This is an optimization exercise on Yosys and OpenROAD, whose aim is small area, not a production implementation. In this exercise RTL edits were held to simulation tests only and were not proved equivalent to the original. No activity file was given, so power comes from the tool's default toggle rates.

**flow/run.sh**
```bash
#!/bin/bash
# Own layout flow: the standard synthesis, then its combinational logic
# re-mapped for area by ABC (every register kept: same instance, name and
# cell type), then the standard layout from that netlist.
# Each tool writes its full output to a log file in the work folder.
set -euo pipefail
W=$(pwd)
RES=$W/orfs/results/$FLOW_PLATFORM/ballgame_core/base
LIB=$FLOW_HOME/platforms/$FLOW_PLATFORM/lib/sky130_fd_sc_hd__tt_025C_1v80.lib
YOSYS=${YOSYS_EXE:-$FLOW_HOME/../tools/install/yosys/bin/yosys}
[ -x "$YOSYS" ] || YOSYS=yosys
ABC_TIME=${ABC_TIME:-240}

# 1. standard synthesis (synth_recipe.tcl, unchanged)
bash standard.sh synth > "$W/log_1_standard_synth.txt" 2>&1
cp "$RES/1_2_yosys.v" "$W/std.v"

# 2. area re-mapping of the combinational logic: one ABC run per CPU, each
#    with its own random seed; the smallest netlist is kept
NRUN=${NUM_CORES:-4}
for s in $(seq 1 "$NRUN"); do
  D="$W/remap_$s"; mkdir -p "$D"; cp "$W/std.v" "$D/std.v"
  sed -e "s/@SEED@/$s/" -e "s/@TIME@/$ABC_TIME/" "$W/flow/abc_area.script" > "$D/abc.script"
  sed -e "s#@LIB@#$LIB#g" -e "s#@TOP@#$FLOW_TOP#g" -e "s#@ABCSCRIPT@#$D/abc.script#g" \
      "$W/flow/remap.ys.in" > "$D/remap.ys"
  (cd "$D" && "$YOSYS" -l "$D/log_2_remap.txt" -q remap.ys > /dev/null 2>&1 || true) &
done
wait
BEST=""; BESTA=""
for s in $(seq 1 "$NRUN"); do
  D="$W/remap_$s"
  [ -s "$D/remapped.v" ] || continue
  A=$(grep -o "Chip area for module .*: [0-9.]*" "$D/stat_after.txt" | grep -o "[0-9.]*$")
  echo "seed $s area $A" >> "$W/log_2_remap_pick.txt"
  if [ -z "$BEST" ] || awk -v a="$A" -v b="$BESTA" 'BEGIN{exit !(a < b)}'; then BEST=$D; BESTA=$A; fi
done
echo "kept $BEST ($BESTA)" >> "$W/log_2_remap_pick.txt"
test -n "$BEST"
cp "$BEST/remapped.v" "$W/remapped.v"
cp "$W/remapped.v" "$RES/1_2_yosys.v"

# 3. standard layout from the re-mapped netlist (make redoes 1_synth.odb on),
#    with a clock tree of smaller buffers and no dummy clock loads, and
#    single-drive port buffers
bash standard.sh finish \
  "CTS_ARGS=-sink_clustering_enable -repair_clock_nets -dont_use_dummy_load -buf_list sky130_fd_sc_hd__clkbuf_8 -root_buf sky130_fd_sc_hd__clkbuf_8" \
  "BUFFER_PORTS_ARGS=-buffer_cell sky130_fd_sc_hd__buf_1" \
  > "$W/log_3_standard_layout.txt" 2>&1
test -s "$W/out/final.def"
```
**flow/abc_area.script**
```
strash
&get -n
&deepsyn -T @TIME@ -S @SEED@
&put
dch -f
amap
topo
```
**flow/remap.ys.in**
```
# Re-map the combinational logic of the standard synthesis for area.
# The registers (every sequential cell) are kept as they are: same instances,
# names and cell types. Inputs: std.v (standard synthesis), LIB.
read_liberty -ignore_miss_func @LIB@
read_verilog std.v
hierarchy -top @TOP@
blackbox sky130_fd_sc_hd__df* sky130_fd_sc_hd__dl* sky130_fd_sc_hd__sdf* sky130_fd_sc_hd__sedf* sky130_fd_sc_hd__edf* sky130_fd_sc_hd__sdl* sky130_fd_sc_hd__lpflow_inputisolatch_1
flatten
hierarchy -top @TOP@
opt_clean -purge
tee -o stat_before.txt stat -liberty @LIB@
abc -script @ABCSCRIPT@ -liberty @LIB@ -dont_use sky130_fd_sc_hd__lpflow_bleeder_1 -dont_use sky130_fd_sc_hd__lpflow_clkbufkapwr_1 -dont_use sky130_fd_sc_hd__lpflow_clkbufkapwr_16 -dont_use sky130_fd_sc_hd__lpflow_clkbufkapwr_2 -dont_use sky130_fd_sc_hd__lpflow_clkbufkapwr_4 -dont_use sky130_fd_sc_hd__lpflow_clkbufkapwr_8 -dont_use sky130_fd_sc_hd__lpflow_clkinvkapwr_1 -dont_use sky130_fd_sc_hd__lpflow_clkinvkapwr_16 -dont_use sky130_fd_sc_hd__lpflow_clkinvkapwr_2 -dont_use sky130_fd_sc_hd__lpflow_clkinvkapwr_4 -dont_use sky130_fd_sc_hd__lpflow_clkinvkapwr_8 -dont_use sky130_fd_sc_hd__lpflow_decapkapwr_12 -dont_use sky130_fd_sc_hd__lpflow_decapkapwr_3 -dont_use sky130_fd_sc_hd__lpflow_decapkapwr_4 -dont_use sky130_fd_sc_hd__lpflow_decapkapwr_6 -dont_use sky130_fd_sc_hd__lpflow_decapkapwr_8 -dont_use sky130_fd_sc_hd__lpflow_inputiso0n_1 -dont_use sky130_fd_sc_hd__lpflow_inputiso0p_1 -dont_use sky130_fd_sc_hd__lpflow_inputiso1n_1 -dont_use sky130_fd_sc_hd__lpflow_inputiso1p_1 -dont_use sky130_fd_sc_hd__lpflow_inputisolatch_1 -dont_use sky130_fd_sc_hd__lpflow_isobufsrc_1 -dont_use sky130_fd_sc_hd__lpflow_isobufsrc_16 -dont_use sky130_fd_sc_hd__lpflow_isobufsrc_2 -dont_use sky130_fd_sc_hd__lpflow_isobufsrc_4 -dont_use sky130_fd_sc_hd__lpflow_isobufsrc_8 -dont_use sky130_fd_sc_hd__lpflow_isobufsrckapwr_16 -dont_use sky130_fd_sc_hd__lpflow_lsbuf_lh_hl_isowell_tap_1 -dont_use sky130_fd_sc_hd__lpflow_lsbuf_lh_hl_isowell_tap_2 -dont_use sky130_fd_sc_hd__lpflow_lsbuf_lh_hl_isowell_tap_4 -dont_use sky130_fd_sc_hd__lpflow_lsbuf_lh_isowell_4 -dont_use sky130_fd_sc_hd__lpflow_lsbuf_lh_isowell_tap_1 -dont_use sky130_fd_sc_hd__lpflow_lsbuf_lh_isowell_tap_2 -dont_use sky130_fd_sc_hd__lpflow_lsbuf_lh_isowell_tap_4 -dont_use sky130_fd_sc_hd__probe_p_8 -dont_use sky130_fd_sc_hd__probec_p_8 
opt_clean -purge
read_liberty -lib -overwrite -ignore_miss_func @LIB@
setundef -zero
hilomap -singleton -hicell sky130_fd_sc_hd__conb_1 HI -locell sky130_fd_sc_hd__conb_1 LO
insbuf -buf sky130_fd_sc_hd__buf_4 A X
splitnets
opt_clean -purge
tee -o stat_after.txt stat -liberty @LIB@
check -assert
write_verilog -noattr -nohex -nodec remapped.v
```
**standard.sh**
```bash
#!/bin/bash
# synth_recipe.tcl (not shown) runs the flow's synth.tcl, then flattens the netlist and writes it again
# the make line also repeats each setting of config.mk as NAME=value (left out here)
make -C /OpenROAD-flow-scripts/flow DESIGN_CONFIG=/design/flow/config.mk WORK_HOME=/design/flow/orfs CLKGATE_MAP_FILE= SYNTH_SCRIPT=/design/flow/synth_recipe.tcl "${@:-finish}"
```
**config.mk**
```make
export PLATFORM = sky130hd
export DESIGN_NAME = ballgame_core
export DESIGN_NICKNAME = ballgame_core
export VERILOG_FILES = /design/flow/design.v
export SDC_FILE = /design/flow/constraint.sdc
export NUM_CORES = 4
export LEC_CHECK = 0
export CAP_MARGIN = 20
export CORE_MARGIN = 2
export CORE_UTILIZATION = 40
export SLEW_MARGIN = 20
```
**constraint.sdc**
```tcl
create_clock -name core_clock -period 12.5 [get_ports {clk}]
set_input_delay 2.5000 -clock core_clock [delete_from_list [all_inputs] [get_ports {clk}]]
set_output_delay 2.5000 -clock core_clock [all_outputs]
set_load 0.01 [all_outputs]
```
**design.v**
```verilog
module vga_sig(clock, reset, hsyncb, vsyncb, xaddr, xraw, yaddr);
   input        clock;
   input        reset;
   output       hsyncb;
   output       vsyncb;
   output [9:0] xaddr;
   output [9:0] xraw;
   output [9:0] yaddr;
   reg [9:0]    h;
   reg [9:0]    v;
   wire hend = h[9] & h[8] & h[5];               
   wire vend = v[9] & v[3] & v[2] & v[0];        
   always @(posedge clock) begin
      if (reset) begin
         h <= 10'd0;
         v <= 10'd1;
      end else begin
         h <= hend ? 10'd1 : h + 10'd1;
         if (hend)
            v <= vend ? 10'd1 : v + 10'd1;
      end
   end
   assign hsyncb = ~((h >= 10'd656) & (h < 10'd752));
   assign vsyncb = ~((v == 10'd490) | (v == 10'd491));
   wire hsat = h[9] & (h[8] | h[7]);             
   assign xaddr = hsat ? 10'd639 : h;
   assign xraw = h;
   assign yaddr = v;
endmodule
module SEG7_LUT (
  input      [2:0] num_ten,
  output reg [6:0] led_ten_hex1,
  input      [2:0] num_one,
  output reg [6:0] led_one_hex0
);
function [6:0] seg;
  input [2:0] n;
  case (n)
    3'd0: seg = 7'b1000000;
    3'd1: seg = 7'b1111001;
    3'd2: seg = 7'b0100100;
    3'd3: seg = 7'b0110000;
    3'd4: seg = 7'b0011001;
    3'd5: seg = 7'b0010010;
    3'd6: seg = 7'b0000010;
    default: seg = 7'b1111000;
  endcase
endfunction
always @(*) begin
  led_ten_hex1 = seg(num_ten);
  led_one_hex0 = seg(num_one);
end
endmodule
module FSM(
	input				clk,
	input				rst,
	input				key_start,
	input				user1_left,
	input				user1_right,
	input				user2_left,
	input				user2_right,
	output				disp_sel,
	output				music_en,
	output reg	[2:0]	score_user1,
	output reg	[2:0]	score_user2,
	output reg	[9:0]	ball_xaddr,
	output reg	[8:0]	ball_yaddr,
	output reg	[5:0]	user1_pos,
	output reg	[5:0]	user2_pos,
	output reg	[6:0]	block_x,
	output reg	[7:0]	block_y
);
	localparam [5:0] PAD_MID = 6'd27;	 
	function [7:0] lfsr;
		input [7:0] s;
		lfsr = {s[6:0], s[7] ^ s[5] ^ s[4] ^ s[3]};
	endfunction
	reg		[7:0]	ball_tmr;
	wire			clk_div = (ball_tmr == 8'd58);
	always @(posedge clk) begin
		if (rst)
			ball_tmr <= 8'd1;
		else if (clk_div)
			ball_tmr <= 8'd2;
		else
			ball_tmr <= lfsr(ball_tmr);
	end
	reg		[7:0]	blk_tmr;
	wire			blk_step = (blk_tmr == 8'd40);
	always @(posedge clk) begin
		if (rst | blk_step)
			blk_tmr <= 8'd1;
		else
			blk_tmr <= lfsr(blk_tmr);
	end
	reg		[1:0]	block_dir;
	always @(posedge clk) begin
		if (rst) begin
			block_dir <= 2'd0;
			block_x <= 7'd60;
			block_y <= 8'd0;
		end else if (blk_step) begin
			case (block_dir)
			2'd0: if (block_x < 7'd120) block_x <= block_x + 7'd1; else block_dir <= 2'd1;
			2'd1: if (block_y > 8'd60)  block_y <= block_y - 8'd1; else block_dir <= 2'd2;
			2'd2: if (block_x != 7'd0)  block_x <= block_x - 7'd1; else block_dir <= 2'd3;
			2'd3: if (block_y < 8'd180) block_y <= block_y + 8'd1; else block_dir <= 2'd0;
			endcase
		end
	end
	reg				run;
	reg				over;
	reg				ball_reset;
	assign music_en = run;
	assign disp_sel = over;
	reg				right;
	reg				up;
	always @(posedge clk) begin
		if (rst | ball_reset) begin
			ball_xaddr <= 10'd320;
			ball_yaddr <= 9'd440;
		end else if (clk_div) begin
			ball_xaddr <= right ? ball_xaddr + 10'd1 : ball_xaddr - 10'd1;
			ball_yaddr <= up ? ball_yaddr - 9'd1 : ball_yaddr + 9'd1;
		end
	end
	wire	[10:0]	rx = {1'b0, ball_xaddr} - {4'b0, block_x};
	wire	[9:0]	ry = {1'b0, ball_yaddr} - {2'b0, block_y};
	wire			rx_pos = ~rx[10];
	wire			yin = ~ry[9] & (ry >= 10'd90) & (ry <= 10'd150);
	wire			x_left  = rx == 11'd0   | rx == 11'd200 | rx == 11'd400;
	wire			x_right = rx == 11'd120 | rx == 11'd320 | rx == 11'd520;
	wire			xin = rx_pos & ((rx <= 11'd120) |
	                                (rx >= 11'd200 & rx <= 11'd320) |
	                                (rx >= 11'd400 & rx <= 11'd520));
	wire	[5:0]	pad = up ? user1_pos : user2_pos;
	wire	[9:0]	pad10 = {1'b0, pad, 3'b0} + {3'b0, pad, 1'b0};
	wire	[10:0]	rp = {1'b0, ball_xaddr} + 11'd10 - {1'b0, pad10};
	wire			pad_hit = (pad != 6'd0) & ~rp[10] & (rp <= 11'd120) &
	                          (ball_yaddr == (up ? 9'd40 : 9'd440));
	wire			hflip = (yin & (right ? x_left : x_right)) |
	                        (ball_xaddr == (right ? 10'd620 : 10'd20));
	wire			vflip = (xin & (ry == (up ? 10'd150 : 10'd90))) | pad_hit |
	                        (ball_yaddr == (up ? 9'd20 : 9'd460));
	always @(posedge clk) begin
		if (rst) begin
			right <= 1'b1;
			up <= 1'b1;
		end else if (hflip)
			right <= ~right;
		else if (vflip)
			up <= ~up;
	end
	wire			top_out = ball_yaddr <= 9'd22;
	wire			bot_out = ball_yaddr >= 9'd458;
	function [5:0] pad_move;
		input [5:0] p;
		input       l;
		input       r;
		begin
			if (l)
				pad_move = (p != 6'd0) ? p - 6'd1 : 6'd0;
			else if (r)
				pad_move = (p != 6'd54) ? p + 6'd1 : 6'd54;
			else
				pad_move = p;
		end
	endfunction
	always @(posedge clk) begin
		if (rst) begin
			run <= 1'b0;
			over <= 1'b0;
			ball_reset <= 1'b0;
			score_user1 <= 3'd0;
			score_user2 <= 3'd0;
			user1_pos <= PAD_MID;
			user2_pos <= PAD_MID;
		end else if (run) begin
			if (~ball_reset) begin
				user1_pos <= pad_move(user1_pos, user1_left, user1_right);
				user2_pos <= pad_move(user2_pos, user2_left, user2_right);
			end
			if (key_start)
				ball_reset <= 1'b0;
			if (top_out | bot_out) begin
				if (~ball_reset) begin
					if (top_out)
						score_user1 <= score_user1 + 3'd1;
					else
						score_user2 <= score_user2 + 3'd1;
					if ((top_out ? score_user1 : score_user2) == 3'd4) begin
						run <= 1'b0;
						over <= 1'b1;
					end
				end
				ball_reset <= 1'b1;
				user1_pos <= PAD_MID;
				user2_pos <= PAD_MID;
			end
		end else if (over) begin
			if (key_start)
				over <= 1'b0;
		end else begin
			score_user1 <= 3'd0;
			score_user2 <= 3'd0;
			user1_pos <= PAD_MID;
			user2_pos <= PAD_MID;
			ball_reset <= ~key_start;
			run <= key_start;
		end
	end
endmodule
module vga_disp(
	input clk,
	input disp_sel,
	input [9:0] xaddr,
	input [9:0] xraw,
	input [9:0] yaddr,
	input [9:0] ball_xaddr,
	input [8:0] ball_yaddr,
	input [5:0] user1_pos,
	input [5:0] user2_pos,
	input [6:0] block_x,
	input [7:0] block_y,
	output reg [2:0] rgb
);
function go_bit;
	input [10:0] a;
	case (a)
	11'd814: go_bit = 1'b1;
	11'd815: go_bit = 1'b1;
	11'd816: go_bit = 1'b1;
	11'd817: go_bit = 1'b1;
	11'd823: go_bit = 1'b1;
	11'd828: go_bit = 1'b1;
	11'd829: go_bit = 1'b1;
	11'd834: go_bit = 1'b1;
	11'd835: go_bit = 1'b1;
	11'd836: go_bit = 1'b1;
	11'd837: go_bit = 1'b1;
	11'd838: go_bit = 1'b1;
	11'd839: go_bit = 1'b1;
	11'd840: go_bit = 1'b1;
	11'd841: go_bit = 1'b1;
	11'd842: go_bit = 1'b1;
	11'd853: go_bit = 1'b1;
	11'd854: go_bit = 1'b1;
	11'd855: go_bit = 1'b1;
	11'd856: go_bit = 1'b1;
	11'd857: go_bit = 1'b1;
	11'd860: go_bit = 1'b1;
	11'd861: go_bit = 1'b1;
	11'd866: go_bit = 1'b1;
	11'd867: go_bit = 1'b1;
	11'd868: go_bit = 1'b1;
	11'd869: go_bit = 1'b1;
	11'd870: go_bit = 1'b1;
	11'd871: go_bit = 1'b1;
	11'd872: go_bit = 1'b1;
	11'd873: go_bit = 1'b1;
	11'd874: go_bit = 1'b1;
	11'd876: go_bit = 1'b1;
	11'd877: go_bit = 1'b1;
	11'd878: go_bit = 1'b1;
	11'd879: go_bit = 1'b1;
	11'd880: go_bit = 1'b1;
	11'd881: go_bit = 1'b1;
	11'd941: go_bit = 1'b1;
	11'd942: go_bit = 1'b1;
	11'd945: go_bit = 1'b1;
	11'd946: go_bit = 1'b1;
	11'd950: go_bit = 1'b1;
	11'd951: go_bit = 1'b1;
	11'd952: go_bit = 1'b1;
	11'd956: go_bit = 1'b1;
	11'd957: go_bit = 1'b1;
	11'd958: go_bit = 1'b1;
	11'd961: go_bit = 1'b1;
	11'd962: go_bit = 1'b1;
	11'd963: go_bit = 1'b1;
	11'd965: go_bit = 1'b1;
	11'd966: go_bit = 1'b1;
	11'd969: go_bit = 1'b1;
	11'd970: go_bit = 1'b1;
	11'd980: go_bit = 1'b1;
	11'd981: go_bit = 1'b1;
	11'd985: go_bit = 1'b1;
	11'd986: go_bit = 1'b1;
	11'd988: go_bit = 1'b1;
	11'd989: go_bit = 1'b1;
	11'd994: go_bit = 1'b1;
	11'd995: go_bit = 1'b1;
	11'd997: go_bit = 1'b1;
	11'd998: go_bit = 1'b1;
	11'd1001: go_bit = 1'b1;
	11'd1002: go_bit = 1'b1;
	11'd1005: go_bit = 1'b1;
	11'd1006: go_bit = 1'b1;
	11'd1009: go_bit = 1'b1;
	11'd1010: go_bit = 1'b1;
	11'd1068: go_bit = 1'b1;
	11'd1069: go_bit = 1'b1;
	11'd1074: go_bit = 1'b1;
	11'd1077: go_bit = 1'b1;
	11'd1078: go_bit = 1'b1;
	11'd1080: go_bit = 1'b1;
	11'd1081: go_bit = 1'b1;
	11'd1084: go_bit = 1'b1;
	11'd1085: go_bit = 1'b1;
	11'd1086: go_bit = 1'b1;
	11'd1087: go_bit = 1'b1;
	11'd1088: go_bit = 1'b1;
	11'd1089: go_bit = 1'b1;
	11'd1090: go_bit = 1'b1;
	11'd1091: go_bit = 1'b1;
	11'd1093: go_bit = 1'b1;
	11'd1094: go_bit = 1'b1;
	11'd1098: go_bit = 1'b1;
	11'd1108: go_bit = 1'b1;
	11'd1109: go_bit = 1'b1;
	11'd1113: go_bit = 1'b1;
	11'd1114: go_bit = 1'b1;
	11'd1116: go_bit = 1'b1;
	11'd1117: go_bit = 1'b1;
	11'd1122: go_bit = 1'b1;
	11'd1123: go_bit = 1'b1;
	11'd1125: go_bit = 1'b1;
	11'd1126: go_bit = 1'b1;
	11'd1130: go_bit = 1'b1;
	11'd1133: go_bit = 1'b1;
	11'd1134: go_bit = 1'b1;
	11'd1137: go_bit = 1'b1;
	11'd1138: go_bit = 1'b1;
	11'd1196: go_bit = 1'b1;
	11'd1197: go_bit = 1'b1;
	11'd1204: go_bit = 1'b1;
	11'd1205: go_bit = 1'b1;
	11'd1209: go_bit = 1'b1;
	11'd1210: go_bit = 1'b1;
	11'd1212: go_bit = 1'b1;
	11'd1213: go_bit = 1'b1;
	11'd1214: go_bit = 1'b1;
	11'd1215: go_bit = 1'b1;
	11'd1216: go_bit = 1'b1;
	11'd1217: go_bit = 1'b1;
	11'd1218: go_bit = 1'b1;
	11'd1219: go_bit = 1'b1;
	11'd1221: go_bit = 1'b1;
	11'd1222: go_bit = 1'b1;
	11'd1224: go_bit = 1'b1;
	11'd1236: go_bit = 1'b1;
	11'd1237: go_bit = 1'b1;
	11'd1241: go_bit = 1'b1;
	11'd1242: go_bit = 1'b1;
	11'd1244: go_bit = 1'b1;
	11'd1245: go_bit = 1'b1;
	11'd1250: go_bit = 1'b1;
	11'd1251: go_bit = 1'b1;
	11'd1253: go_bit = 1'b1;
	11'd1254: go_bit = 1'b1;
	11'd1256: go_bit = 1'b1;
	11'd1261: go_bit = 1'b1;
	11'd1262: go_bit = 1'b1;
	11'd1265: go_bit = 1'b1;
	11'd1266: go_bit = 1'b1;
	11'd1324: go_bit = 1'b1;
	11'd1325: go_bit = 1'b1;
	11'd1332: go_bit = 1'b1;
	11'd1333: go_bit = 1'b1;
	11'd1337: go_bit = 1'b1;
	11'd1338: go_bit = 1'b1;
	11'd1340: go_bit = 1'b1;
	11'd1341: go_bit = 1'b1;
	11'd1343: go_bit = 1'b1;
	11'd1344: go_bit = 1'b1;
	11'd1346: go_bit = 1'b1;
	11'd1347: go_bit = 1'b1;
	11'd1349: go_bit = 1'b1;
	11'd1350: go_bit = 1'b1;
	11'd1351: go_bit = 1'b1;
	11'd1352: go_bit = 1'b1;
	11'd1364: go_bit = 1'b1;
	11'd1365: go_bit = 1'b1;
	11'd1369: go_bit = 1'b1;
	11'd1370: go_bit = 1'b1;
	11'd1372: go_bit = 1'b1;
	11'd1373: go_bit = 1'b1;
	11'd1378: go_bit = 1'b1;
	11'd1379: go_bit = 1'b1;
	11'd1381: go_bit = 1'b1;
	11'd1382: go_bit = 1'b1;
	11'd1383: go_bit = 1'b1;
	11'd1384: go_bit = 1'b1;
	11'd1389: go_bit = 1'b1;
	11'd1390: go_bit = 1'b1;
	11'd1391: go_bit = 1'b1;
	11'd1392: go_bit = 1'b1;
	11'd1393: go_bit = 1'b1;
	11'd1452: go_bit = 1'b1;
	11'd1453: go_bit = 1'b1;
	11'd1455: go_bit = 1'b1;
	11'd1456: go_bit = 1'b1;
	11'd1457: go_bit = 1'b1;
	11'd1458: go_bit = 1'b1;
	11'd1460: go_bit = 1'b1;
	11'd1461: go_bit = 1'b1;
	11'd1462: go_bit = 1'b1;
	11'd1463: go_bit = 1'b1;
	11'd1464: go_bit = 1'b1;
	11'd1465: go_bit = 1'b1;
	11'd1466: go_bit = 1'b1;
	11'd1468: go_bit = 1'b1;
	11'd1469: go_bit = 1'b1;
	11'd1474: go_bit = 1'b1;
	11'd1475: go_bit = 1'b1;
	11'd1477: go_bit = 1'b1;
	11'd1478: go_bit = 1'b1;
	11'd1480: go_bit = 1'b1;
	11'd1492: go_bit = 1'b1;
	11'd1493: go_bit = 1'b1;
	11'd1497: go_bit = 1'b1;
	11'd1498: go_bit = 1'b1;
	11'd1500: go_bit = 1'b1;
	11'd1501: go_bit = 1'b1;
	11'd1506: go_bit = 1'b1;
	11'd1507: go_bit = 1'b1;
	11'd1509: go_bit = 1'b1;
	11'd1510: go_bit = 1'b1;
	11'd1512: go_bit = 1'b1;
	11'd1517: go_bit = 1'b1;
	11'd1518: go_bit = 1'b1;
	11'd1520: go_bit = 1'b1;
	11'd1521: go_bit = 1'b1;
	11'd1580: go_bit = 1'b1;
	11'd1581: go_bit = 1'b1;
	11'd1585: go_bit = 1'b1;
	11'd1586: go_bit = 1'b1;
	11'd1588: go_bit = 1'b1;
	11'd1589: go_bit = 1'b1;
	11'd1593: go_bit = 1'b1;
	11'd1594: go_bit = 1'b1;
	11'd1596: go_bit = 1'b1;
	11'd1597: go_bit = 1'b1;
	11'd1602: go_bit = 1'b1;
	11'd1603: go_bit = 1'b1;
	11'd1605: go_bit = 1'b1;
	11'd1606: go_bit = 1'b1;
	11'd1620: go_bit = 1'b1;
	11'd1621: go_bit = 1'b1;
	11'd1625: go_bit = 1'b1;
	11'd1626: go_bit = 1'b1;
	11'd1628: go_bit = 1'b1;
	11'd1629: go_bit = 1'b1;
	11'd1634: go_bit = 1'b1;
	11'd1635: go_bit = 1'b1;
	11'd1637: go_bit = 1'b1;
	11'd1638: go_bit = 1'b1;
	11'd1645: go_bit = 1'b1;
	11'd1646: go_bit = 1'b1;
	11'd1649: go_bit = 1'b1;
	11'd1650: go_bit = 1'b1;
	11'd1708: go_bit = 1'b1;
	11'd1709: go_bit = 1'b1;
	11'd1713: go_bit = 1'b1;
	11'd1714: go_bit = 1'b1;
	11'd1716: go_bit = 1'b1;
	11'd1717: go_bit = 1'b1;
	11'd1721: go_bit = 1'b1;
	11'd1722: go_bit = 1'b1;
	11'd1724: go_bit = 1'b1;
	11'd1725: go_bit = 1'b1;
	11'd1730: go_bit = 1'b1;
	11'd1731: go_bit = 1'b1;
	11'd1733: go_bit = 1'b1;
	11'd1734: go_bit = 1'b1;
	11'd1738: go_bit = 1'b1;
	11'd1748: go_bit = 1'b1;
	11'd1749: go_bit = 1'b1;
	11'd1753: go_bit = 1'b1;
	11'd1754: go_bit = 1'b1;
	11'd1757: go_bit = 1'b1;
	11'd1758: go_bit = 1'b1;
	11'd1761: go_bit = 1'b1;
	11'd1762: go_bit = 1'b1;
	11'd1765: go_bit = 1'b1;
	11'd1766: go_bit = 1'b1;
	11'd1770: go_bit = 1'b1;
	11'd1773: go_bit = 1'b1;
	11'd1774: go_bit = 1'b1;
	11'd1777: go_bit = 1'b1;
	11'd1778: go_bit = 1'b1;
	11'd1837: go_bit = 1'b1;
	11'd1838: go_bit = 1'b1;
	11'd1841: go_bit = 1'b1;
	11'd1842: go_bit = 1'b1;
	11'd1844: go_bit = 1'b1;
	11'd1845: go_bit = 1'b1;
	11'd1849: go_bit = 1'b1;
	11'd1850: go_bit = 1'b1;
	11'd1852: go_bit = 1'b1;
	11'd1853: go_bit = 1'b1;
	11'd1858: go_bit = 1'b1;
	11'd1859: go_bit = 1'b1;
	11'd1861: go_bit = 1'b1;
	11'd1862: go_bit = 1'b1;
	11'd1865: go_bit = 1'b1;
	11'd1866: go_bit = 1'b1;
	11'd1876: go_bit = 1'b1;
	11'd1877: go_bit = 1'b1;
	11'd1881: go_bit = 1'b1;
	11'd1882: go_bit = 1'b1;
	11'd1886: go_bit = 1'b1;
	11'd1887: go_bit = 1'b1;
	11'd1888: go_bit = 1'b1;
	11'd1889: go_bit = 1'b1;
	11'd1893: go_bit = 1'b1;
	11'd1894: go_bit = 1'b1;
	11'd1897: go_bit = 1'b1;
	11'd1898: go_bit = 1'b1;
	11'd1901: go_bit = 1'b1;
	11'd1902: go_bit = 1'b1;
	11'd1905: go_bit = 1'b1;
	11'd1906: go_bit = 1'b1;
	11'd1966: go_bit = 1'b1;
	11'd1967: go_bit = 1'b1;
	11'd1968: go_bit = 1'b1;
	11'd1970: go_bit = 1'b1;
	11'd1972: go_bit = 1'b1;
	11'd1973: go_bit = 1'b1;
	11'd1977: go_bit = 1'b1;
	11'd1978: go_bit = 1'b1;
	11'd1980: go_bit = 1'b1;
	11'd1981: go_bit = 1'b1;
	11'd1986: go_bit = 1'b1;
	11'd1987: go_bit = 1'b1;
	11'd1988: go_bit = 1'b1;
	11'd1989: go_bit = 1'b1;
	11'd1990: go_bit = 1'b1;
	11'd1991: go_bit = 1'b1;
	11'd1992: go_bit = 1'b1;
	11'd1993: go_bit = 1'b1;
	11'd1994: go_bit = 1'b1;
	11'd2005: go_bit = 1'b1;
	11'd2006: go_bit = 1'b1;
	11'd2007: go_bit = 1'b1;
	11'd2008: go_bit = 1'b1;
	11'd2009: go_bit = 1'b1;
	11'd2015: go_bit = 1'b1;
	11'd2016: go_bit = 1'b1;
	11'd2020: go_bit = 1'b1;
	11'd2021: go_bit = 1'b1;
	11'd2022: go_bit = 1'b1;
	11'd2023: go_bit = 1'b1;
	11'd2024: go_bit = 1'b1;
	11'd2025: go_bit = 1'b1;
	11'd2026: go_bit = 1'b1;
	11'd2028: go_bit = 1'b1;
	11'd2029: go_bit = 1'b1;
	11'd2030: go_bit = 1'b1;
	11'd2033: go_bit = 1'b1;
	11'd2034: go_bit = 1'b1;
	default: go_bit = 1'b0;
	endcase
endfunction
function ball_bit;
	input [9:0] a;
	case (a)
	10'd764: ball_bit = 1'b1;
	10'd765: ball_bit = 1'b1;
	10'd766: ball_bit = 1'b1;
	10'd767: ball_bit = 1'b1;
	10'd736: ball_bit = 1'b1;
	10'd737: ball_bit = 1'b1;
	10'd738: ball_bit = 1'b1;
	10'd739: ball_bit = 1'b1;
	10'd740: ball_bit = 1'b1;
	10'd795: ball_bit = 1'b1;
	10'd796: ball_bit = 1'b1;
	10'd797: ball_bit = 1'b1;
	10'd798: ball_bit = 1'b1;
	10'd799: ball_bit = 1'b1;
	10'd768: ball_bit = 1'b1;
	10'd769: ball_bit = 1'b1;
	10'd770: ball_bit = 1'b1;
	10'd771: ball_bit = 1'b1;
	10'd772: ball_bit = 1'b1;
	10'd773: ball_bit = 1'b1;
	10'd825: ball_bit = 1'b1;
	10'd826: ball_bit = 1'b1;
	10'd827: ball_bit = 1'b1;
	10'd828: ball_bit = 1'b1;
	10'd829: ball_bit = 1'b1;
	10'd830: ball_bit = 1'b1;
	10'd831: ball_bit = 1'b1;
	10'd800: ball_bit = 1'b1;
	10'd801: ball_bit = 1'b1;
	10'd802: ball_bit = 1'b1;
	10'd803: ball_bit = 1'b1;
	10'd804: ball_bit = 1'b1;
	10'd805: ball_bit = 1'b1;
	10'd806: ball_bit = 1'b1;
	10'd807: ball_bit = 1'b1;
	10'd857: ball_bit = 1'b1;
	10'd858: ball_bit = 1'b1;
	10'd859: ball_bit = 1'b1;
	10'd860: ball_bit = 1'b1;
	10'd861: ball_bit = 1'b1;
	10'd862: ball_bit = 1'b1;
	10'd863: ball_bit = 1'b1;
	10'd832: ball_bit = 1'b1;
	10'd833: ball_bit = 1'b1;
	10'd834: ball_bit = 1'b1;
	10'd835: ball_bit = 1'b1;
	10'd836: ball_bit = 1'b1;
	10'd837: ball_bit = 1'b1;
	10'd838: ball_bit = 1'b1;
	10'd839: ball_bit = 1'b1;
	10'd888: ball_bit = 1'b1;
	10'd889: ball_bit = 1'b1;
	10'd890: ball_bit = 1'b1;
	10'd891: ball_bit = 1'b1;
	10'd892: ball_bit = 1'b1;
	10'd893: ball_bit = 1'b1;
	10'd894: ball_bit = 1'b1;
	10'd895: ball_bit = 1'b1;
	10'd864: ball_bit = 1'b1;
	10'd865: ball_bit = 1'b1;
	10'd866: ball_bit = 1'b1;
	10'd867: ball_bit = 1'b1;
	10'd868: ball_bit = 1'b1;
	10'd869: ball_bit = 1'b1;
	10'd870: ball_bit = 1'b1;
	10'd871: ball_bit = 1'b1;
	10'd872: ball_bit = 1'b1;
	10'd919: ball_bit = 1'b1;
	10'd920: ball_bit = 1'b1;
	10'd921: ball_bit = 1'b1;
	10'd922: ball_bit = 1'b1;
	10'd923: ball_bit = 1'b1;
	10'd924: ball_bit = 1'b1;
	10'd925: ball_bit = 1'b1;
	10'd926: ball_bit = 1'b1;
	10'd927: ball_bit = 1'b1;
	10'd896: ball_bit = 1'b1;
	10'd897: ball_bit = 1'b1;
	10'd898: ball_bit = 1'b1;
	10'd899: ball_bit = 1'b1;
	10'd900: ball_bit = 1'b1;
	10'd901: ball_bit = 1'b1;
	10'd902: ball_bit = 1'b1;
	10'd903: ball_bit = 1'b1;
	10'd904: ball_bit = 1'b1;
	10'd905: ball_bit = 1'b1;
	10'd951: ball_bit = 1'b1;
	10'd952: ball_bit = 1'b1;
	10'd953: ball_bit = 1'b1;
	10'd954: ball_bit = 1'b1;
	10'd955: ball_bit = 1'b1;
	10'd956: ball_bit = 1'b1;
	10'd957: ball_bit = 1'b1;
	10'd958: ball_bit = 1'b1;
	10'd959: ball_bit = 1'b1;
	10'd928: ball_bit = 1'b1;
	10'd929: ball_bit = 1'b1;
	10'd930: ball_bit = 1'b1;
	10'd931: ball_bit = 1'b1;
	10'd932: ball_bit = 1'b1;
	10'd933: ball_bit = 1'b1;
	10'd934: ball_bit = 1'b1;
	10'd935: ball_bit = 1'b1;
	10'd936: ball_bit = 1'b1;
	10'd937: ball_bit = 1'b1;
	10'd983: ball_bit = 1'b1;
	10'd984: ball_bit = 1'b1;
	10'd985: ball_bit = 1'b1;
	10'd986: ball_bit = 1'b1;
	10'd987: ball_bit = 1'b1;
	10'd988: ball_bit = 1'b1;
	10'd989: ball_bit = 1'b1;
	10'd990: ball_bit = 1'b1;
	10'd991: ball_bit = 1'b1;
	10'd960: ball_bit = 1'b1;
	10'd961: ball_bit = 1'b1;
	10'd962: ball_bit = 1'b1;
	10'd963: ball_bit = 1'b1;
	10'd964: ball_bit = 1'b1;
	10'd965: ball_bit = 1'b1;
	10'd966: ball_bit = 1'b1;
	10'd967: ball_bit = 1'b1;
	10'd968: ball_bit = 1'b1;
	10'd969: ball_bit = 1'b1;
	10'd1015: ball_bit = 1'b1;
	10'd1016: ball_bit = 1'b1;
	10'd1017: ball_bit = 1'b1;
	10'd1018: ball_bit = 1'b1;
	10'd1019: ball_bit = 1'b1;
	10'd1020: ball_bit = 1'b1;
	10'd1021: ball_bit = 1'b1;
	10'd1022: ball_bit = 1'b1;
	10'd1023: ball_bit = 1'b1;
	10'd992: ball_bit = 1'b1;
	10'd993: ball_bit = 1'b1;
	10'd994: ball_bit = 1'b1;
	10'd995: ball_bit = 1'b1;
	10'd996: ball_bit = 1'b1;
	10'd997: ball_bit = 1'b1;
	10'd998: ball_bit = 1'b1;
	10'd999: ball_bit = 1'b1;
	10'd1000: ball_bit = 1'b1;
	10'd1001: ball_bit = 1'b1;
	10'd23: ball_bit = 1'b1;
	10'd24: ball_bit = 1'b1;
	10'd25: ball_bit = 1'b1;
	10'd26: ball_bit = 1'b1;
	10'd27: ball_bit = 1'b1;
	10'd28: ball_bit = 1'b1;
	10'd29: ball_bit = 1'b1;
	10'd30: ball_bit = 1'b1;
	10'd31: ball_bit = 1'b1;
	10'd0: ball_bit = 1'b1;
	10'd1: ball_bit = 1'b1;
	10'd2: ball_bit = 1'b1;
	10'd3: ball_bit = 1'b1;
	10'd4: ball_bit = 1'b1;
	10'd5: ball_bit = 1'b1;
	10'd6: ball_bit = 1'b1;
	10'd7: ball_bit = 1'b1;
	10'd8: ball_bit = 1'b1;
	10'd9: ball_bit = 1'b1;
	10'd55: ball_bit = 1'b1;
	10'd56: ball_bit = 1'b1;
	10'd57: ball_bit = 1'b1;
	10'd58: ball_bit = 1'b1;
	10'd59: ball_bit = 1'b1;
	10'd60: ball_bit = 1'b1;
	10'd61: ball_bit = 1'b1;
	10'd62: ball_bit = 1'b1;
	10'd63: ball_bit = 1'b1;
	10'd32: ball_bit = 1'b1;
	10'd33: ball_bit = 1'b1;
	10'd34: ball_bit = 1'b1;
	10'd35: ball_bit = 1'b1;
	10'd36: ball_bit = 1'b1;
	10'd37: ball_bit = 1'b1;
	10'd38: ball_bit = 1'b1;
	10'd39: ball_bit = 1'b1;
	10'd40: ball_bit = 1'b1;
	10'd41: ball_bit = 1'b1;
	10'd87: ball_bit = 1'b1;
	10'd88: ball_bit = 1'b1;
	10'd89: ball_bit = 1'b1;
	10'd90: ball_bit = 1'b1;
	10'd91: ball_bit = 1'b1;
	10'd92: ball_bit = 1'b1;
	10'd93: ball_bit = 1'b1;
	10'd94: ball_bit = 1'b1;
	10'd95: ball_bit = 1'b1;
	10'd64: ball_bit = 1'b1;
	10'd65: ball_bit = 1'b1;
	10'd66: ball_bit = 1'b1;
	10'd67: ball_bit = 1'b1;
	10'd68: ball_bit = 1'b1;
	10'd69: ball_bit = 1'b1;
	10'd70: ball_bit = 1'b1;
	10'd71: ball_bit = 1'b1;
	10'd72: ball_bit = 1'b1;
	10'd73: ball_bit = 1'b1;
	10'd119: ball_bit = 1'b1;
	10'd120: ball_bit = 1'b1;
	10'd121: ball_bit = 1'b1;
	10'd122: ball_bit = 1'b1;
	10'd123: ball_bit = 1'b1;
	10'd124: ball_bit = 1'b1;
	10'd125: ball_bit = 1'b1;
	10'd126: ball_bit = 1'b1;
	10'd127: ball_bit = 1'b1;
	10'd96: ball_bit = 1'b1;
	10'd97: ball_bit = 1'b1;
	10'd98: ball_bit = 1'b1;
	10'd99: ball_bit = 1'b1;
	10'd100: ball_bit = 1'b1;
	10'd101: ball_bit = 1'b1;
	10'd102: ball_bit = 1'b1;
	10'd103: ball_bit = 1'b1;
	10'd104: ball_bit = 1'b1;
	10'd105: ball_bit = 1'b1;
	10'd151: ball_bit = 1'b1;
	10'd152: ball_bit = 1'b1;
	10'd153: ball_bit = 1'b1;
	10'd154: ball_bit = 1'b1;
	10'd155: ball_bit = 1'b1;
	10'd156: ball_bit = 1'b1;
	10'd157: ball_bit = 1'b1;
	10'd158: ball_bit = 1'b1;
	10'd159: ball_bit = 1'b1;
	10'd128: ball_bit = 1'b1;
	10'd129: ball_bit = 1'b1;
	10'd130: ball_bit = 1'b1;
	10'd131: ball_bit = 1'b1;
	10'd132: ball_bit = 1'b1;
	10'd133: ball_bit = 1'b1;
	10'd134: ball_bit = 1'b1;
	10'd135: ball_bit = 1'b1;
	10'd136: ball_bit = 1'b1;
	10'd137: ball_bit = 1'b1;
	10'd184: ball_bit = 1'b1;
	10'd185: ball_bit = 1'b1;
	10'd186: ball_bit = 1'b1;
	10'd187: ball_bit = 1'b1;
	10'd188: ball_bit = 1'b1;
	10'd189: ball_bit = 1'b1;
	10'd190: ball_bit = 1'b1;
	10'd191: ball_bit = 1'b1;
	10'd160: ball_bit = 1'b1;
	10'd161: ball_bit = 1'b1;
	10'd162: ball_bit = 1'b1;
	10'd163: ball_bit = 1'b1;
	10'd164: ball_bit = 1'b1;
	10'd165: ball_bit = 1'b1;
	10'd166: ball_bit = 1'b1;
	10'd167: ball_bit = 1'b1;
	10'd168: ball_bit = 1'b1;
	10'd217: ball_bit = 1'b1;
	10'd218: ball_bit = 1'b1;
	10'd219: ball_bit = 1'b1;
	10'd220: ball_bit = 1'b1;
	10'd221: ball_bit = 1'b1;
	10'd222: ball_bit = 1'b1;
	10'd223: ball_bit = 1'b1;
	10'd192: ball_bit = 1'b1;
	10'd193: ball_bit = 1'b1;
	10'd194: ball_bit = 1'b1;
	10'd195: ball_bit = 1'b1;
	10'd196: ball_bit = 1'b1;
	10'd197: ball_bit = 1'b1;
	10'd198: ball_bit = 1'b1;
	10'd199: ball_bit = 1'b1;
	10'd249: ball_bit = 1'b1;
	10'd250: ball_bit = 1'b1;
	10'd251: ball_bit = 1'b1;
	10'd252: ball_bit = 1'b1;
	10'd253: ball_bit = 1'b1;
	10'd254: ball_bit = 1'b1;
	10'd255: ball_bit = 1'b1;
	10'd224: ball_bit = 1'b1;
	10'd225: ball_bit = 1'b1;
	10'd226: ball_bit = 1'b1;
	10'd227: ball_bit = 1'b1;
	10'd228: ball_bit = 1'b1;
	10'd229: ball_bit = 1'b1;
	10'd230: ball_bit = 1'b1;
	10'd231: ball_bit = 1'b1;
	10'd283: ball_bit = 1'b1;
	10'd284: ball_bit = 1'b1;
	10'd285: ball_bit = 1'b1;
	10'd286: ball_bit = 1'b1;
	10'd287: ball_bit = 1'b1;
	10'd256: ball_bit = 1'b1;
	10'd257: ball_bit = 1'b1;
	10'd258: ball_bit = 1'b1;
	10'd259: ball_bit = 1'b1;
	10'd260: ball_bit = 1'b1;
	10'd261: ball_bit = 1'b1;
	10'd316: ball_bit = 1'b1;
	10'd317: ball_bit = 1'b1;
	10'd318: ball_bit = 1'b1;
	10'd319: ball_bit = 1'b1;
	10'd288: ball_bit = 1'b1;
	10'd289: ball_bit = 1'b1;
	10'd290: ball_bit = 1'b1;
	10'd291: ball_bit = 1'b1;
	10'd292: ball_bit = 1'b1;
	default: ball_bit = 1'b0;
	endcase
endfunction
	wire border = (xraw >= 10'd5 && xraw <= 10'd635 && yaddr >= 10'd5 && yaddr <= 10'd475) &&
	              (xraw < 10'd10 || xraw > 10'd630 || yaddr < 10'd10 || yaddr > 10'd470);
	wire [5:0]  pad = yaddr[8] ? user2_pos : user1_pos;
	wire [9:0]  pad10 = {1'b0, pad, 3'b0} + {3'b0, pad, 1'b0};
	wire [10:0] dp = {1'b0, xaddr} - {1'b0, pad10};
	wire pad_row = (yaddr >= 10'd10 && yaddr <= 10'd30) || (yaddr >= 10'd450 && yaddr <= 10'd470);
	wire paddle = pad_row && ~dp[10] && dp <= 11'd100;
	wire [10:0] bx = {1'b0, xraw} - {4'b0, block_x};
	wire [10:0] by = {1'b0, yaddr} - {3'b0, block_y};
	wire block = ~bx[10] && ~by[10] && by >= 11'd100 && by <= 11'd140 &&
	             ((bx >= 11'd10 && bx <= 11'd110) || (bx >= 11'd210 && bx <= 11'd310) ||
	              (bx >= 11'd410 && bx <= 11'd510));
	wire [10:0] dx = {1'b0, xaddr} - {1'b0, ball_xaddr};
	wire [10:0] dy = {1'b0, yaddr} - {2'b0, ball_yaddr};
	wire dx_near = (dx[10:4] == 7'h00) || (dx[10:4] == 7'h7f);
	wire dy_near = (dy[10:4] == 7'h00) || (dy[10:4] == 7'h7f);
	wire ball = dx_near && dy_near && ball_bit({dy[4:0], dx[4:0]});
	wire go = xraw >= 10'd176 && xraw < 10'd464 && yaddr >= 10'd208 && yaddr < 10'd272 &&
	          go_bit({yaddr[5:2], xraw[8:2]});
	wire white = border || paddle;
	always @(posedge clk) begin
		if (disp_sel)
			rgb <= {3{go}};
		else
			rgb <= {white || block, white || (~block && ball), white};
	end
endmodule
module ballgame_core(
	input			clk,			 
	input			rst,			 
	input			key_start,
	input			user1_left,
	input			user1_right,
	input			user2_left,
	input			user2_right,
	output			vga_hs,
	output			vga_vs,
	output	[2:0]	rgb,
	output	[6:0]	hex1,
	output	[6:0]	hex0,
	output			music_en
);
	wire	[9:0] 	hloc;
	wire	[9:0] 	hraw;
	wire	[9:0] 	vloc;
	wire			disp_sel;
	wire	[9:0] 	ball_xaddr;
	wire	[8:0] 	ball_yaddr;
	wire	[5:0] 	user1_pos;
	wire	[5:0] 	user2_pos;
	wire	[6:0] 	block_x;
	wire	[7:0] 	block_y;
	wire	[2:0] 	score_user1;
	wire	[2:0] 	score_user2;
vga_sig u0(
	.clock(clk),
	.reset(rst),
	.hsyncb(vga_hs),
	.vsyncb(vga_vs),
	.xaddr(hloc),
	.xraw(hraw),
	.yaddr(vloc));
SEG7_LUT u2(
	.num_ten(score_user1),
	.led_ten_hex1(hex1),
	.num_one(score_user2),
	.led_one_hex0(hex0));
FSM u3(
	.clk(clk),
	.rst(rst),
	.key_start(key_start),
	.user1_left(user1_left),
	.user1_right(user1_right),
	.user2_left(user2_left),
	.user2_right(user2_right),
	.disp_sel(disp_sel),
	.music_en(music_en),
	.score_user1(score_user1),
	.score_user2(score_user2),
	.ball_xaddr(ball_xaddr),
	.ball_yaddr(ball_yaddr),
	.user1_pos(user1_pos),
	.user2_pos(user2_pos),
	.block_x(block_x),
	.block_y(block_y)
);
vga_disp u4(
	.clk(clk),
	.xaddr(hloc),
	.xraw(hraw),
	.yaddr(vloc),
	.disp_sel(disp_sel),
	.ball_xaddr(ball_xaddr),
	.ball_yaddr(ball_yaddr),
	.user1_pos(user1_pos),
	.user2_pos(user2_pos),
	.block_x(block_x),
	.block_y(block_y),
	.rgb(rgb));
endmodule
```
==> summary.txt <==
area of the multi-input gates=4980 um2; yosys synthesis warning count=4; Longest Clk Path Bufs=2; HP Class=flip-flop to flip-flop; Core Area=18600 um2; Post-Synthesis Cells=approximately 1200; outcome=timing/DRC/antenna clean; RSZ-0062 raised after global routing=false; max incr delay on CP=0.63 ns; crit path max fanout=14; Final #Nets=1243; Clock Skew=0.0232 ns; # hold bufs at CTS=0; final hold viol count=0; H-tree Lvls=3; Syn Nets=roughly 1200; arrival time worst endpoint=2.45 ns; cts repair resizes=0; number of antenna diodes=0; Die Y=141 um; Die Area=~20000 um2; DR WL/cell=17.1 um; clk sinks=98; post-CTS setup buffer count=0; worst rel slew slack=roughly two fifths; CP required=~10 ns; layout cells sized above 1=1.05%; Power Total=0.000528 W; Worst-Margin Slew=0.859 ns; Worst Setup End Kind=output pin; vias in the first global route=7679; TritonRoute pass-1 iters=6; initial antenna violation count=1; Mapped Area=about 7600 um2; register area=approximately 2000 um2; Max Cap Violations=0; CTS Buf Count=9; fin. max-slew vios=0; Avg Inst Size Synth=6.32 um2; vias=8894; starting density of the core=roughly two fifths; Chip Width=141 um; row count=50; FMAX=202 MHz; pwr dens=65.2 nW/um2; number of routed nets with antenna violations=0; peak supply drop=54.5 uV; DR vias/cell=a little over 6; first-pass GRT wire length=40100 um; Crit path max-delay family=simple AND/OR/NAND/NOR gates; Final Wtd Congestion=just under 1; Setup Crit Path Kind=flip-flop to output pin; Final period util=roughly two fifths; TritonCTS clock tree=built; # DRC=0; largest net degree at the start of global routing=31; Setup crit start kind=flip-flop; drt initial violations=764; IO Pins=27; I/O Buffers=26; number of buffers and inverters on the critical path=2; clock slew seen by the registers of the worst setup and hold paths=0.10 ns; setup TNS=0 ns; worst-path cell chain=clkinv_1, nand2_1, nor2_1, or3_1, buf_1; Leak=between 2 and 3 nW; DRT Wirelength=roughly 25000 um; clock root buffer=clkbuf_8; fin crit period=~5 ns; P&R area growth vs syn=7.20%; insertion delay to the later sink of the worst-skew pair=~0.4 ns; CP max stage cell=dfxtp_1; Final setup viols=0; grt ovf=0; HPWL Detailed=between 15000 and 20000 um; gr usage total=25.1%; FILL cells=2014
## registers in the layout (all words and copies together), names as in the netlist, 2 cells and up
register / cells
u3.block_x: 7
u3.ball_yaddr: 9
u3.block_dir: 2
u3.score_user1: 3
u3.user1_pos: 6
u0.v: 10
u0.h: 10
u3.user2_pos: 6
u3.ball_tmr: 8
u3.score_user2: 3
u4.rgb: 3
u3.block_y: 8
u3.ball_xaddr: 10
u3.blk_tmr: 8
## where the power goes
part           internal, W  total [W]  switching [W]
Clock            0.0000648   0.000172       0.000108
Combinational    0.0000113  0.0000360      0.0000247
Sequential        0.000316   0.000319     0.00000370
## cells in the final DEF, fill, tap and decap left out, types with 12 or more instances in the layout
master	count
nand2_1	96
nand3_1	20
o221ai_1	31
a22oi_1	23
nor2_1	265
a211oi_1	27
o21a_1	20
o21ai_0	122
a21oi_1	81
a31oi_1	12
nor4_1	15
clkinv_1	163
buf_1	26
nor3_1	52
dfxtp_1	98
o22ai_1	38
## layer usage
| metal | share of wire [%] | track usage [%] | up-vias |
|---|---|---|---|
| li1 | - | - | 4469 |
| met5 | 0 | 0 | - |
| met4 | 2.5 | 7.68 | 0 |
| met1 | 45 | 34.4 | 4030 |
| met2 | 45 | 39.8 | 347 |
| met3 | 7.5 | 5.10 | 48 |
## path summary, 6_finish.rpt
| check | slack, ns | from | cells after the start | endpoint |
|---|---|---|---|---|
| setup / recovery | 7.55 | u0.h[4]$_SDFF_PP0_ | 5 | vga_hs |
| hold / removal | 0.42 | u3.blk_tmr[6]$_SDFF_PP0_ | 2 | u3.blk_tmr[7]$_SDFF_PP0_ |
| setup reg to reg | 7.58 | u0.h[2]$_SDFF_PP0_ | 22 | u4.rgb[1]$_DFF_P_ |
| hold reg to reg | 0.42 | u3.blk_tmr[6]$_SDFF_PP0_ | 2 | u3.blk_tmr[7]$_SDFF_PP0_ |
## worst register-to-register path, stage by stage, from the launching register on
cell,delay (ns)
dfxtp_1,0.64
clkinv_1,0.52
o22ai_1,0.39
or2_0,0.18
o21ai_0,0.12
nand2_1,0.11
o21ai_0,0.10
nand2_1,0.10
o21ai_0,0.10
nand2_1,0.10
o21ai_0,0.13
clkinv_1,0.09
a21oi_1,0.05
or2_0,0.26
o21ai_0,0.32
a21oi_1,0.13
o22a_1,0.21
or4_1,0.40
nor3_1,0.41
nor3_1,0.14
o21ai_0,0.09
nand2b_1,0.14
o21ai_0,0.09
## stage by stage
stage | instances | instance area [um2] | utilization (%) | setup slack, ns | hold slack [ns]
6_report | 1468 | 8100 | 43.4 | 7.55 | 0.424
5_1_grt | 1468 | 8100 | 43.4 | 7.28 | 0.453
4_1_cts | 1468 | 8100 | 43.4 | 7.59 | 0.428
3_5_place_dp | 1459 | 7980 | 42.8 | 7.27 | 0.414
3_3_place_gp | 1459 | 7980 | 42.8 | 7.37 | 0.407
2_1_floorplan | 1195 | 7550 | - | 8.23 | 0.397
## cell type report
cell class | instances | share of cell area [%]
multi-input combinational | 934 | 61.5
sequential | 98 | 24.2
inverter | 163 | 7.55
tap | 234 | 3.62
timing repair buffer | 30 | 1.58
clock buffer | 9 | 1.53

## what the ideal ports hide
Ports are ideal in the flow. The routed layout listed here was re-timed in OpenROAD. Step 1: set_driving_cell puts a clkbuf_16 on clk and a buf_2 on each other input, an assumption about the parent block. Step 2, shift: input delay + t, output delay - t, t = (earliest + latest rising clock arrival at the registers) / 2. This alone moves slack from input paths to output paths. Three values: ideal, step 1, step 2; two values: the first two.
shift t [ns]: 0.427
slack for setup (ns): 7.548 / 7.508 / 7.290
latest minus earliest clock arrival (ns): 0.023 / 0.023
pins driven straight from the clock port: 1
After both steps setup and hold are still met in this run. For this run, drivers alone change the setup slack by -0.040 ns; drivers and shift together by -0.258 ns.
